Source: an optimization exercise on an open RTL-to-GDS flow (aim: small area and a short achievable clock period). Production flows keep margins and buffers that such runs may drop.
Only the layout flow was run in this run; the RTL was not checked for function there.
Power figures rest on the tool's default switching activity, not on a simulated workload.

### flow/config.mk
export PLATFORM = sky130hd
export DESIGN_NAME = apb_top
export DESIGN_NICKNAME = apb_top
export VERILOG_FILES = /design/flow/design.v
export SDC_FILE = /design/flow/constraint.sdc
export NUM_CORES = 4
export LEC_CHECK = 0
export CAP_MARGIN = 20
export CORE_MARGIN = 2
export CORE_UTILIZATION = 55
export PLACE_DENSITY = 0.65
export SETUP_SLACK_MARGIN = 1.5
export SLEW_MARGIN = 20
export SYNTH_HIERARCHICAL = 1
### flow/constraint.sdc
create_clock -name core_clock -period 6.0 [get_ports {PCLK_i}]
set_input_delay 1.2000 -clock core_clock [delete_from_list [all_inputs] [get_ports {PCLK_i}]]
set_output_delay 1.2000 -clock core_clock [all_outputs]
set_load 0.01 [all_outputs]
### flow/design.v
module apb_master (
    input  wire PCLK,
    input  wire PRESETn,
    input  wire evnt_trig_i,
    input  wire PREADY,
    output wire m_setup,
    output wire m_access
);
    localparam [1:0] IDLE = 2'd0, SETUP = 2'd1, ACCESS = 2'd2;
    reg [1:0] state;
    reg [1:0] next_state;
    always @(*) begin
        case (state)
            IDLE:    next_state = evnt_trig_i ? SETUP : IDLE;
            SETUP:   next_state = ACCESS;
            ACCESS:  next_state = PREADY ? IDLE : ACCESS;
            default: next_state = IDLE;
        endcase
    end
    always @(posedge PCLK) begin
        if (!PRESETn) state <= IDLE;
        else          state <= next_state;
    end
    assign m_setup  = (state == SETUP);
    assign m_access = (state == ACCESS);
endmodule
module regbit (
    input  wire clk,
    input  wire we,
    input  wire hold,
    input  wire d,
    output reg  q
);
    always @(posedge clk)
        q <= (we & d) | (hold & q);
endmodule
module rd_and_or8 (
    input  wire [7:0] d,
    input  wire [7:0] s,
    output wire       y
);
    assign y = |(d & s);
endmodule
module rd_or2_n (
    input  wire a,
    input  wire b,
    output wire y_n
);
    assign y_n = ~(a | b);
endmodule
module rd_out (
    input  wire a_n,
    input  wire b_n,
    input  wire en_n,
    output wire y
);
    assign y = ~((a_n & b_n) | en_n);
endmodule
module rd_bit (
    input  wire [31:0] d,
    input  wire [31:0] s,
    input  wire        en_n,
    output wire        y
);
    wire [3:0] part;
    wire [1:0] half_n;
    genvar g;
    generate
        for (g = 0; g < 4; g = g + 1) begin : g_part
            rd_and_or8 u_part (.d(d[8*g+7:8*g]), .s(s[8*g+7:8*g]), .y(part[g]));
        end
        for (g = 0; g < 2; g = g + 1) begin : g_half
            rd_or2_n u_half (.a(part[2*g]), .b(part[2*g+1]), .y_n(half_n[g]));
        end
    endgenerate
    rd_out u_out (.a_n(half_n[0]), .b_n(half_n[1]), .en_n(en_n), .y(y));
endmodule
module predec2_n (
    input  wire [1:0] a,
    output wire [3:0] y_n
);
    assign y_n[0] = ~(~a[1] & ~a[0]);
    assign y_n[1] = ~(~a[1] &  a[0]);
    assign y_n[2] = ~( a[1] & ~a[0]);
    assign y_n[3] = ~( a[1] &  a[0]);
endmodule
module predec3_n (
    input  wire [2:0] a,
    output wire [7:0] y_n
);
    genvar k;
    generate
        for (k = 0; k < 8; k = k + 1) begin : g_k
            assign y_n[k] = ~(a == k);
        end
    endgenerate
endmodule
module line_nor (
    input  wire a_n,
    input  wire b_n,
    output wire y
);
    assign y = ~(a_n | b_n);
endmodule
module line_or (
    input  wire a_n,
    input  wire b_n,
    output wire y
);
    assign y = a_n | b_n;
endmodule
module APB_slave (
    input  wire        PCLK,
    input  wire        PRESETn,
    input  wire        PREADY,
    input  wire        PWRITE,
    input  wire [31:0] PADDR,
    input  wire [31:0] PWRDATA,
    input  wire        m_setup,
    input  wire        m_access,
    output wire [31:0] PRDATA
);
    localparam [1:0] IDLE = 2'd0, SETUP = 2'd1, ACCESS = 2'd2;
    reg [1:0] state;
    reg [1:0] next_state;
    wire psel    = PRESETn & (m_setup | m_access);
    wire penable = m_access;
    always @(*) begin
        case (state)
            IDLE:    next_state = psel ? SETUP : IDLE;
            SETUP:   next_state = penable ? ACCESS : IDLE;
            ACCESS:  next_state = PREADY ? (psel ? SETUP : IDLE) : ACCESS;
            default: next_state = IDLE;
        endcase
    end
    always @(posedge PCLK or negedge PRESETn) begin
        if (!PRESETn) state <= IDLE;
        else          state <= next_state;
    end
    wire in_mem  = (next_state == ACCESS) & ~|PADDR[31:5];
    wire rd_en_n = ~(in_mem & ~PWRITE);
    wire wr_en   = in_mem & PWRITE;
    wire [3:0] lo_n;
    wire [7:0] hi_n;
    wire [7:0] hi_wr_n = hi_n | {8{~wr_en}};
    predec2_n u_pd_lo (.a(PADDR[1:0]), .y_n(lo_n));
    predec3_n u_pd_hi (.a(PADDR[4:2]), .y_n(hi_n));
    wire [31:0] rd_sel [0:1];
    wire [31:0] wr_sel [0:1];
    wire [31:0] keep   [0:1];
    genvar i, b, h;
    generate
        for (h = 0; h < 2; h = h + 1) begin : g_half
            for (i = 0; i < 32; i = i + 1) begin : g_line
                line_nor u_rs (.a_n(lo_n[i%4]), .b_n(hi_n[i/4]),    .y(rd_sel[h][i]));
                line_nor u_ws (.a_n(lo_n[i%4]), .b_n(hi_wr_n[i/4]), .y(wr_sel[h][i]));
                line_or  u_kp (.a_n(lo_n[i%4]), .b_n(hi_wr_n[i/4]), .y(keep[h][i]));
            end
        end
    endgenerate
    wire [31:0] bit_col [0:31];
    generate
        for (i = 0; i < 32; i = i + 1) begin : g_word
            for (b = 0; b < 32; b = b + 1) begin : g_bit
                regbit u_bit (.clk(PCLK), .we(wr_sel[b/16][i]), .hold(keep[b/16][i]),
                              .d(PWRDATA[b]), .q(bit_col[b][i]));
            end
        end
        for (b = 0; b < 32; b = b + 1) begin : g_rd
            rd_bit u_rd (.d(bit_col[b]), .s(rd_sel[b/16]), .en_n(rd_en_n), .y(PRDATA[b]));
        end
    endgenerate
endmodule
module apb_top #(parameter DATA_WIDTH = 32, parameter ADDR_WIDTH = 32) (
    output [DATA_WIDTH-1:0] PRDATA_o,
    input                   PCLK_i,
    input                   PRESETn_i,
    input  [DATA_WIDTH-1:0] PWRDATA_i,
    input  [ADDR_WIDTH-1:0] PADDR_i,
    input                   PWRITE_i,
    input                   PREADY_i,
    input                   EVENT_i
);
    wire m_setup, m_access;
    apb_master master_inst (
        .PCLK(PCLK_i), .PRESETn(PRESETn_i), .evnt_trig_i(EVENT_i),
        .PREADY(PREADY_i), .m_setup(m_setup), .m_access(m_access)
    );
    APB_slave slave_inst (
        .PCLK(PCLK_i), .PRESETn(PRESETn_i), .PREADY(PREADY_i),
        .PWRITE(PWRITE_i), .PADDR(PADDR_i), .PWRDATA(PWRDATA_i),
        .m_setup(m_setup), .m_access(m_access), .PRDATA(PRDATA_o)
    );
endmodule
### flow/flow/run.sh
#!/bin/bash
# Standard synthesis, then the standard ORFS layout with free cell sizing
# (no footprint matching), plain buffers on the ports, and a clock tree of
# mid-size buffers without dummy loads.
set -euo pipefail
bash standard.sh synth > synth.log 2>&1
bash standard.sh MATCH_CELL_FOOTPRINT=0 \
  "BUFFER_PORTS_ARGS=-buffer_cell sky130_fd_sc_hd__buf_2" \
  "CTS_ARGS=-sink_clustering_enable -repair_clock_nets -dont_use_dummy_load -buf_list {sky130_fd_sc_hd__clkbuf_4 sky130_fd_sc_hd__clkbuf_8} -sink_clustering_buffer sky130_fd_sc_hd__clkbuf_4 -sink_clustering_size 10 -sink_clustering_max_diameter 40" \
  finish > layout.log 2>&1
### flow/standard.sh
#!/bin/bash
# synth_recipe.tcl (not shown) runs the flow's synth.tcl, then flattens the netlist and writes it again
# the make line also repeats each setting of config.mk as NAME=value (left out here)
make -C /OpenROAD-flow-scripts/flow DESIGN_CONFIG=/design/flow/config.mk WORK_HOME=/design/flow/orfs CLKGATE_MAP_FILE= SYNTH_SCRIPT=/design/flow/synth_recipe.tcl "${@:-finish}"
==> out/results.ini <==
[timing]
hold_slack_ps = 200
post-route-period-util_pct = 76.2
setup_violations = 0
min_period_ps = 4570
drv_slew = 0
tightest_slew_ps = 1060
hold_viol_final = 0
fin_skew_ps = 51.6
rsz0062_at_grt = true
fmax_ghz = 0.219
finalSetupTns_ps = 0
slew_headroom_pct = 29.1

[setup_path]
critPathRequiredTime_ps = 4800
r2r_end = slave_inst.g_word[0].g_bit[6].u_bit.q$_DFF_P_
crit_path_end_kind = output pin
start_kind = primary input
ff2ff_path_depth = 6
r2r_setup_slack_ps = 2530
r2r-start = master_inst.state[1]$_SDFF_PN0_
path_class = primary input to output pin
crit_path_max_fanout = 16
arrival_ps = 3370

[global_route]
gr-total-overflow = 0
grt_first_pass_wirelength_mm = 191
grt_pass1_vias = 29200
grtUsageMet1_pct = 56.5
grt_max_degree = 33
grt_busiest_layer = met1
grt_util_met3_pct = 9.48
antenna_found_initial = 6
grt_usage_pct = 37.4
grtUsageMet2_pct = 51.6

[cells_and_area]
layout.nets = 3488
final_util_pct = 62.8
final_layout_size_suffix_gt1_share_pct = 14.7
fill_cells = 5158
syn_to_final_growth_pct = 12.8

[pwr]
p_leak_uw = 0.0150
power.density_nw_per_um2 = 262
peakVddDrop_mv = 0.201

[route]
wl_per_cell_um = 30.4
wl_mm = 130
drc = 0
antenna_left = 0
firstDrtPassIters = 7
drt_iter0_markers = 4813
vias_per_cell = 7.44
vias = 31800

[yosys]
yosysWarnings = 9
avgSynthCellArea_um2 = 11.9
synth-seq-cells = 1028
yosysSeqAreaShare_pct = 57.3
synth_area_um2 = 35900
synthCells = 3025
synth.distinct_cells = 31
syn_nets = 3094

[cts]
clockRootBuffer = clkbuf_8
cts_tree = done
clkTransAtPathRegs_ps = 100
hold_buffers = 0
clkSinkCount = 1028
cts_max_level = 4
numCtsBuffers = 140
cts_buffer_depth = 3
clk_latency_ps = 780

[placement]
hpwl_mm = 81.1
io_buffers = 100
gp_congestion = 0.944

[floorplan]
num_rows = 93
die_w_um = 260
die-area_um2 = 67400
io_pins = 101
coreArea_um2 = 64600
initial_utilization_pct = 55.7
die_h_um = 260

[flow_run]
max_cap_violations = 0

[hold_path]
hold_class = primary input to asynchronous set/reset pin

[status]
outcome = finished clean

-- worst max-delay path by stage --
stage | slack, ps | cells after the start | end | from
after floorplan | 1550 | 5 | PRDATA_o[0] | PADDR_i[20]
after global routing | 1490 | 12 | PRDATA_o[22] | PADDR_i[2]
after global placement | 650 | 8 | PRDATA_o[7] | PADDR_i[1]
final | 1430 | 12 | PRDATA_o[22] | PADDR_i[2]
after CTS | 1490 | 10 | PRDATA_o[27] | PADDR_i[1]
after detailed placement | 620 | 9 | PRDATA_o[17] | PADDR_i[0]
-- cell usage after synthesis --
| library cell | instances | share of area [%] |
|---|---|---|
| dfxtp_1 | 1026 | 57 |
| a22o_1 | 1024 | 25 |
| a22oi_1 | 512 | 11 |
| nor2_1 | 192 | 2.0 |
| nand4_1 | 128 | 2.2 |
| or2_1 | 65 | 1.1 |
| a21oi_2 | 32 | 0.78 |
| nand4b_1 | 8 | 0.19 |
| nand3b_1 | 4 | 0.084 |
| nor4_1 | 4 | 0.070 |
| nor3b_1 | 3 | 0.063 |
| or3b_1 | 3 | 0.073 |
| dfrtp_1 | 2 | 0.14 |
| nand2_1 | 2 | 0.021 |
| nand2b_1 | 2 | 0.035 |
| nor3_1 | 2 | 0.028 |
| nor4_2 | 2 | 0.070 |
| and3b_1 | 1 | 0.024 |
| and4_1 | 1 | 0.024 |
| buf_1 | 1 | 0.010 |
| buf_4 | 1 | 0.021 |
| buf_6 | 1 | 0.031 |
| inv_1 | 1 | 0.010 |
| nand3_1 | 1 | 0.014 |
| nor2b_1 | 1 | 0.017 |
| nor2b_2 | 1 | 0.024 |
| o2111a_1 | 1 | 0.031 |
| o21a_1 | 1 | 0.021 |
| o22ai_1 | 1 | 0.017 |
| or2_2 | 1 | 0.017 |
| or3_1 | 1 | 0.017 |
-- cell usage in the layout, fill, tap and decap left out, types with 4 or more instances in the layout --
cell type and instances:
buf_2 98, a21oi_2 32, nor2_1 138, a22oi_1 502, nand4b_1 8, nor4_1 4, dfxtp_1 1026, a22oi_2 10
nor2_2 13, or2_1 64, buf_4 127, clkbuf_4 123, nor2_4 42, nand3b_1 4, buf_12 21, a22o_1 1024
clkbuf_8 17, nand4_1 128
-- metal layers --
| metal | share of wire, % | vias up |
|---|---|---|
| met5 | 0.024 | - |
| met4 | 2.8 | 6 |
| met3 | 12 | 262 |
| met2 | 41 | 2107 |
| met1 | 44 | 16000 |
| li1 | - | 13400 |
-- Yosys stat by module, one instance, submodules excluded, excerpt --
| module | times used | cell area [um2] | flops+latches |
|---|---|---|---|
| APB_slave | 1 | 265 | 2 |
| apb_master | 1 | 78.8 | 2 |
| line_or | 64 | 6.26 | 0 |
| predec2_n | 1 | 22.5 | 0 |
| predec3_n | 1 | 60.1 | 0 |
| rd_out | 32 | 8.76 | 0 |
-- metrics by stage --
step	worst slack [ps]	area (um2)	total power [uW]	std cells
after global placement	647	38300	7260	4081
after floorplan	1550	35900	7040	3025
final	1430	40600	10600	4273
after CTS	1490	40400	10600	4267
after detailed placement	624	38300	7270	4082
after global routing	1490	40600	10900	4273
-- logic make-up after synthesis --
logic type,after synthesis,share of synthesized area (%)
DFF,1028,57.3
AOI/OAI and AO/OA,1571,36.5
and+or+nand+nor,422,6.14
buffers and inverters,4,0.0731
-- worst max-delay path, stage by stage --
cell,delay (ps)
buf_2,180
nand3b_1,180
buf_12,150
buf_4,150
buf_4,200
nor2_1,70
buf_4,200
a22oi_1,410
nand4_1,210
nor2_1,170
a21oi_2,70
buf_2,150
-- state kept, by name, summed over array words and instances, names as in the netlist --
signal                           count
slave_inst.g_word.g_bit.u_bit.q   1024
master_inst.state                    2
slave_inst.state                     2
-- repair_timing --
action	in CTS	in global routing
cloned	5	1
setup endpoints to repair	32	32
buffers inserted	40	4
pin swaps	24	8
resized for setup	107	20
-- final cells by class --
type | count | area [um2] | share of cell area [%]
timing repair buffer | 249 | 1900 | 4.69
multi-input combinational | 1999 | 15800 | 39.0
sequential | 1028 | 20600 | 50.8
clock buffer | 140 | 1160 | 2.85
inverter | 1 | 3.75 | 0.00926
tap | 855 | 1070 | 2.64
antenna | 1 | 2.50 | 0.00617
-- power breakdown --
part           internal, uW  switching, uW
registers              6820           1.22
clock network          1210           2250
logic                  69.4            293
total                  8090           2540

-- afterwards: timing with drivers on the ports --
The results above use ideal ports. As a check the final layout listed here was re-extracted and re-timed, cells and wires unchanged.
Step 1: set_driving_cell puts a clkbuf_16 on PCLK_i and a buf_2 on each other input, an assumption about the parent block.
Step 2 times the ports against the registers' clock, not the clock port: input delays grow and output delays shrink by t, the midpoint of the rising clock arrivals with the driver on.
Slacks: no drivers / after step 1 / after step 2; pairs: no drivers / after step 1.
shift t [ns]: 0.828
setup slack, ns: 1.426 / 1.370 / 1.370
worst setup path at the end: input to output
slew at the worst register clock pin (ns): 0.12 / 0.12
After both steps this run still meets setup and hold. For this run, drivers alone change the setup slack by -0.056 ns; drivers and shift together by -0.056 ns.
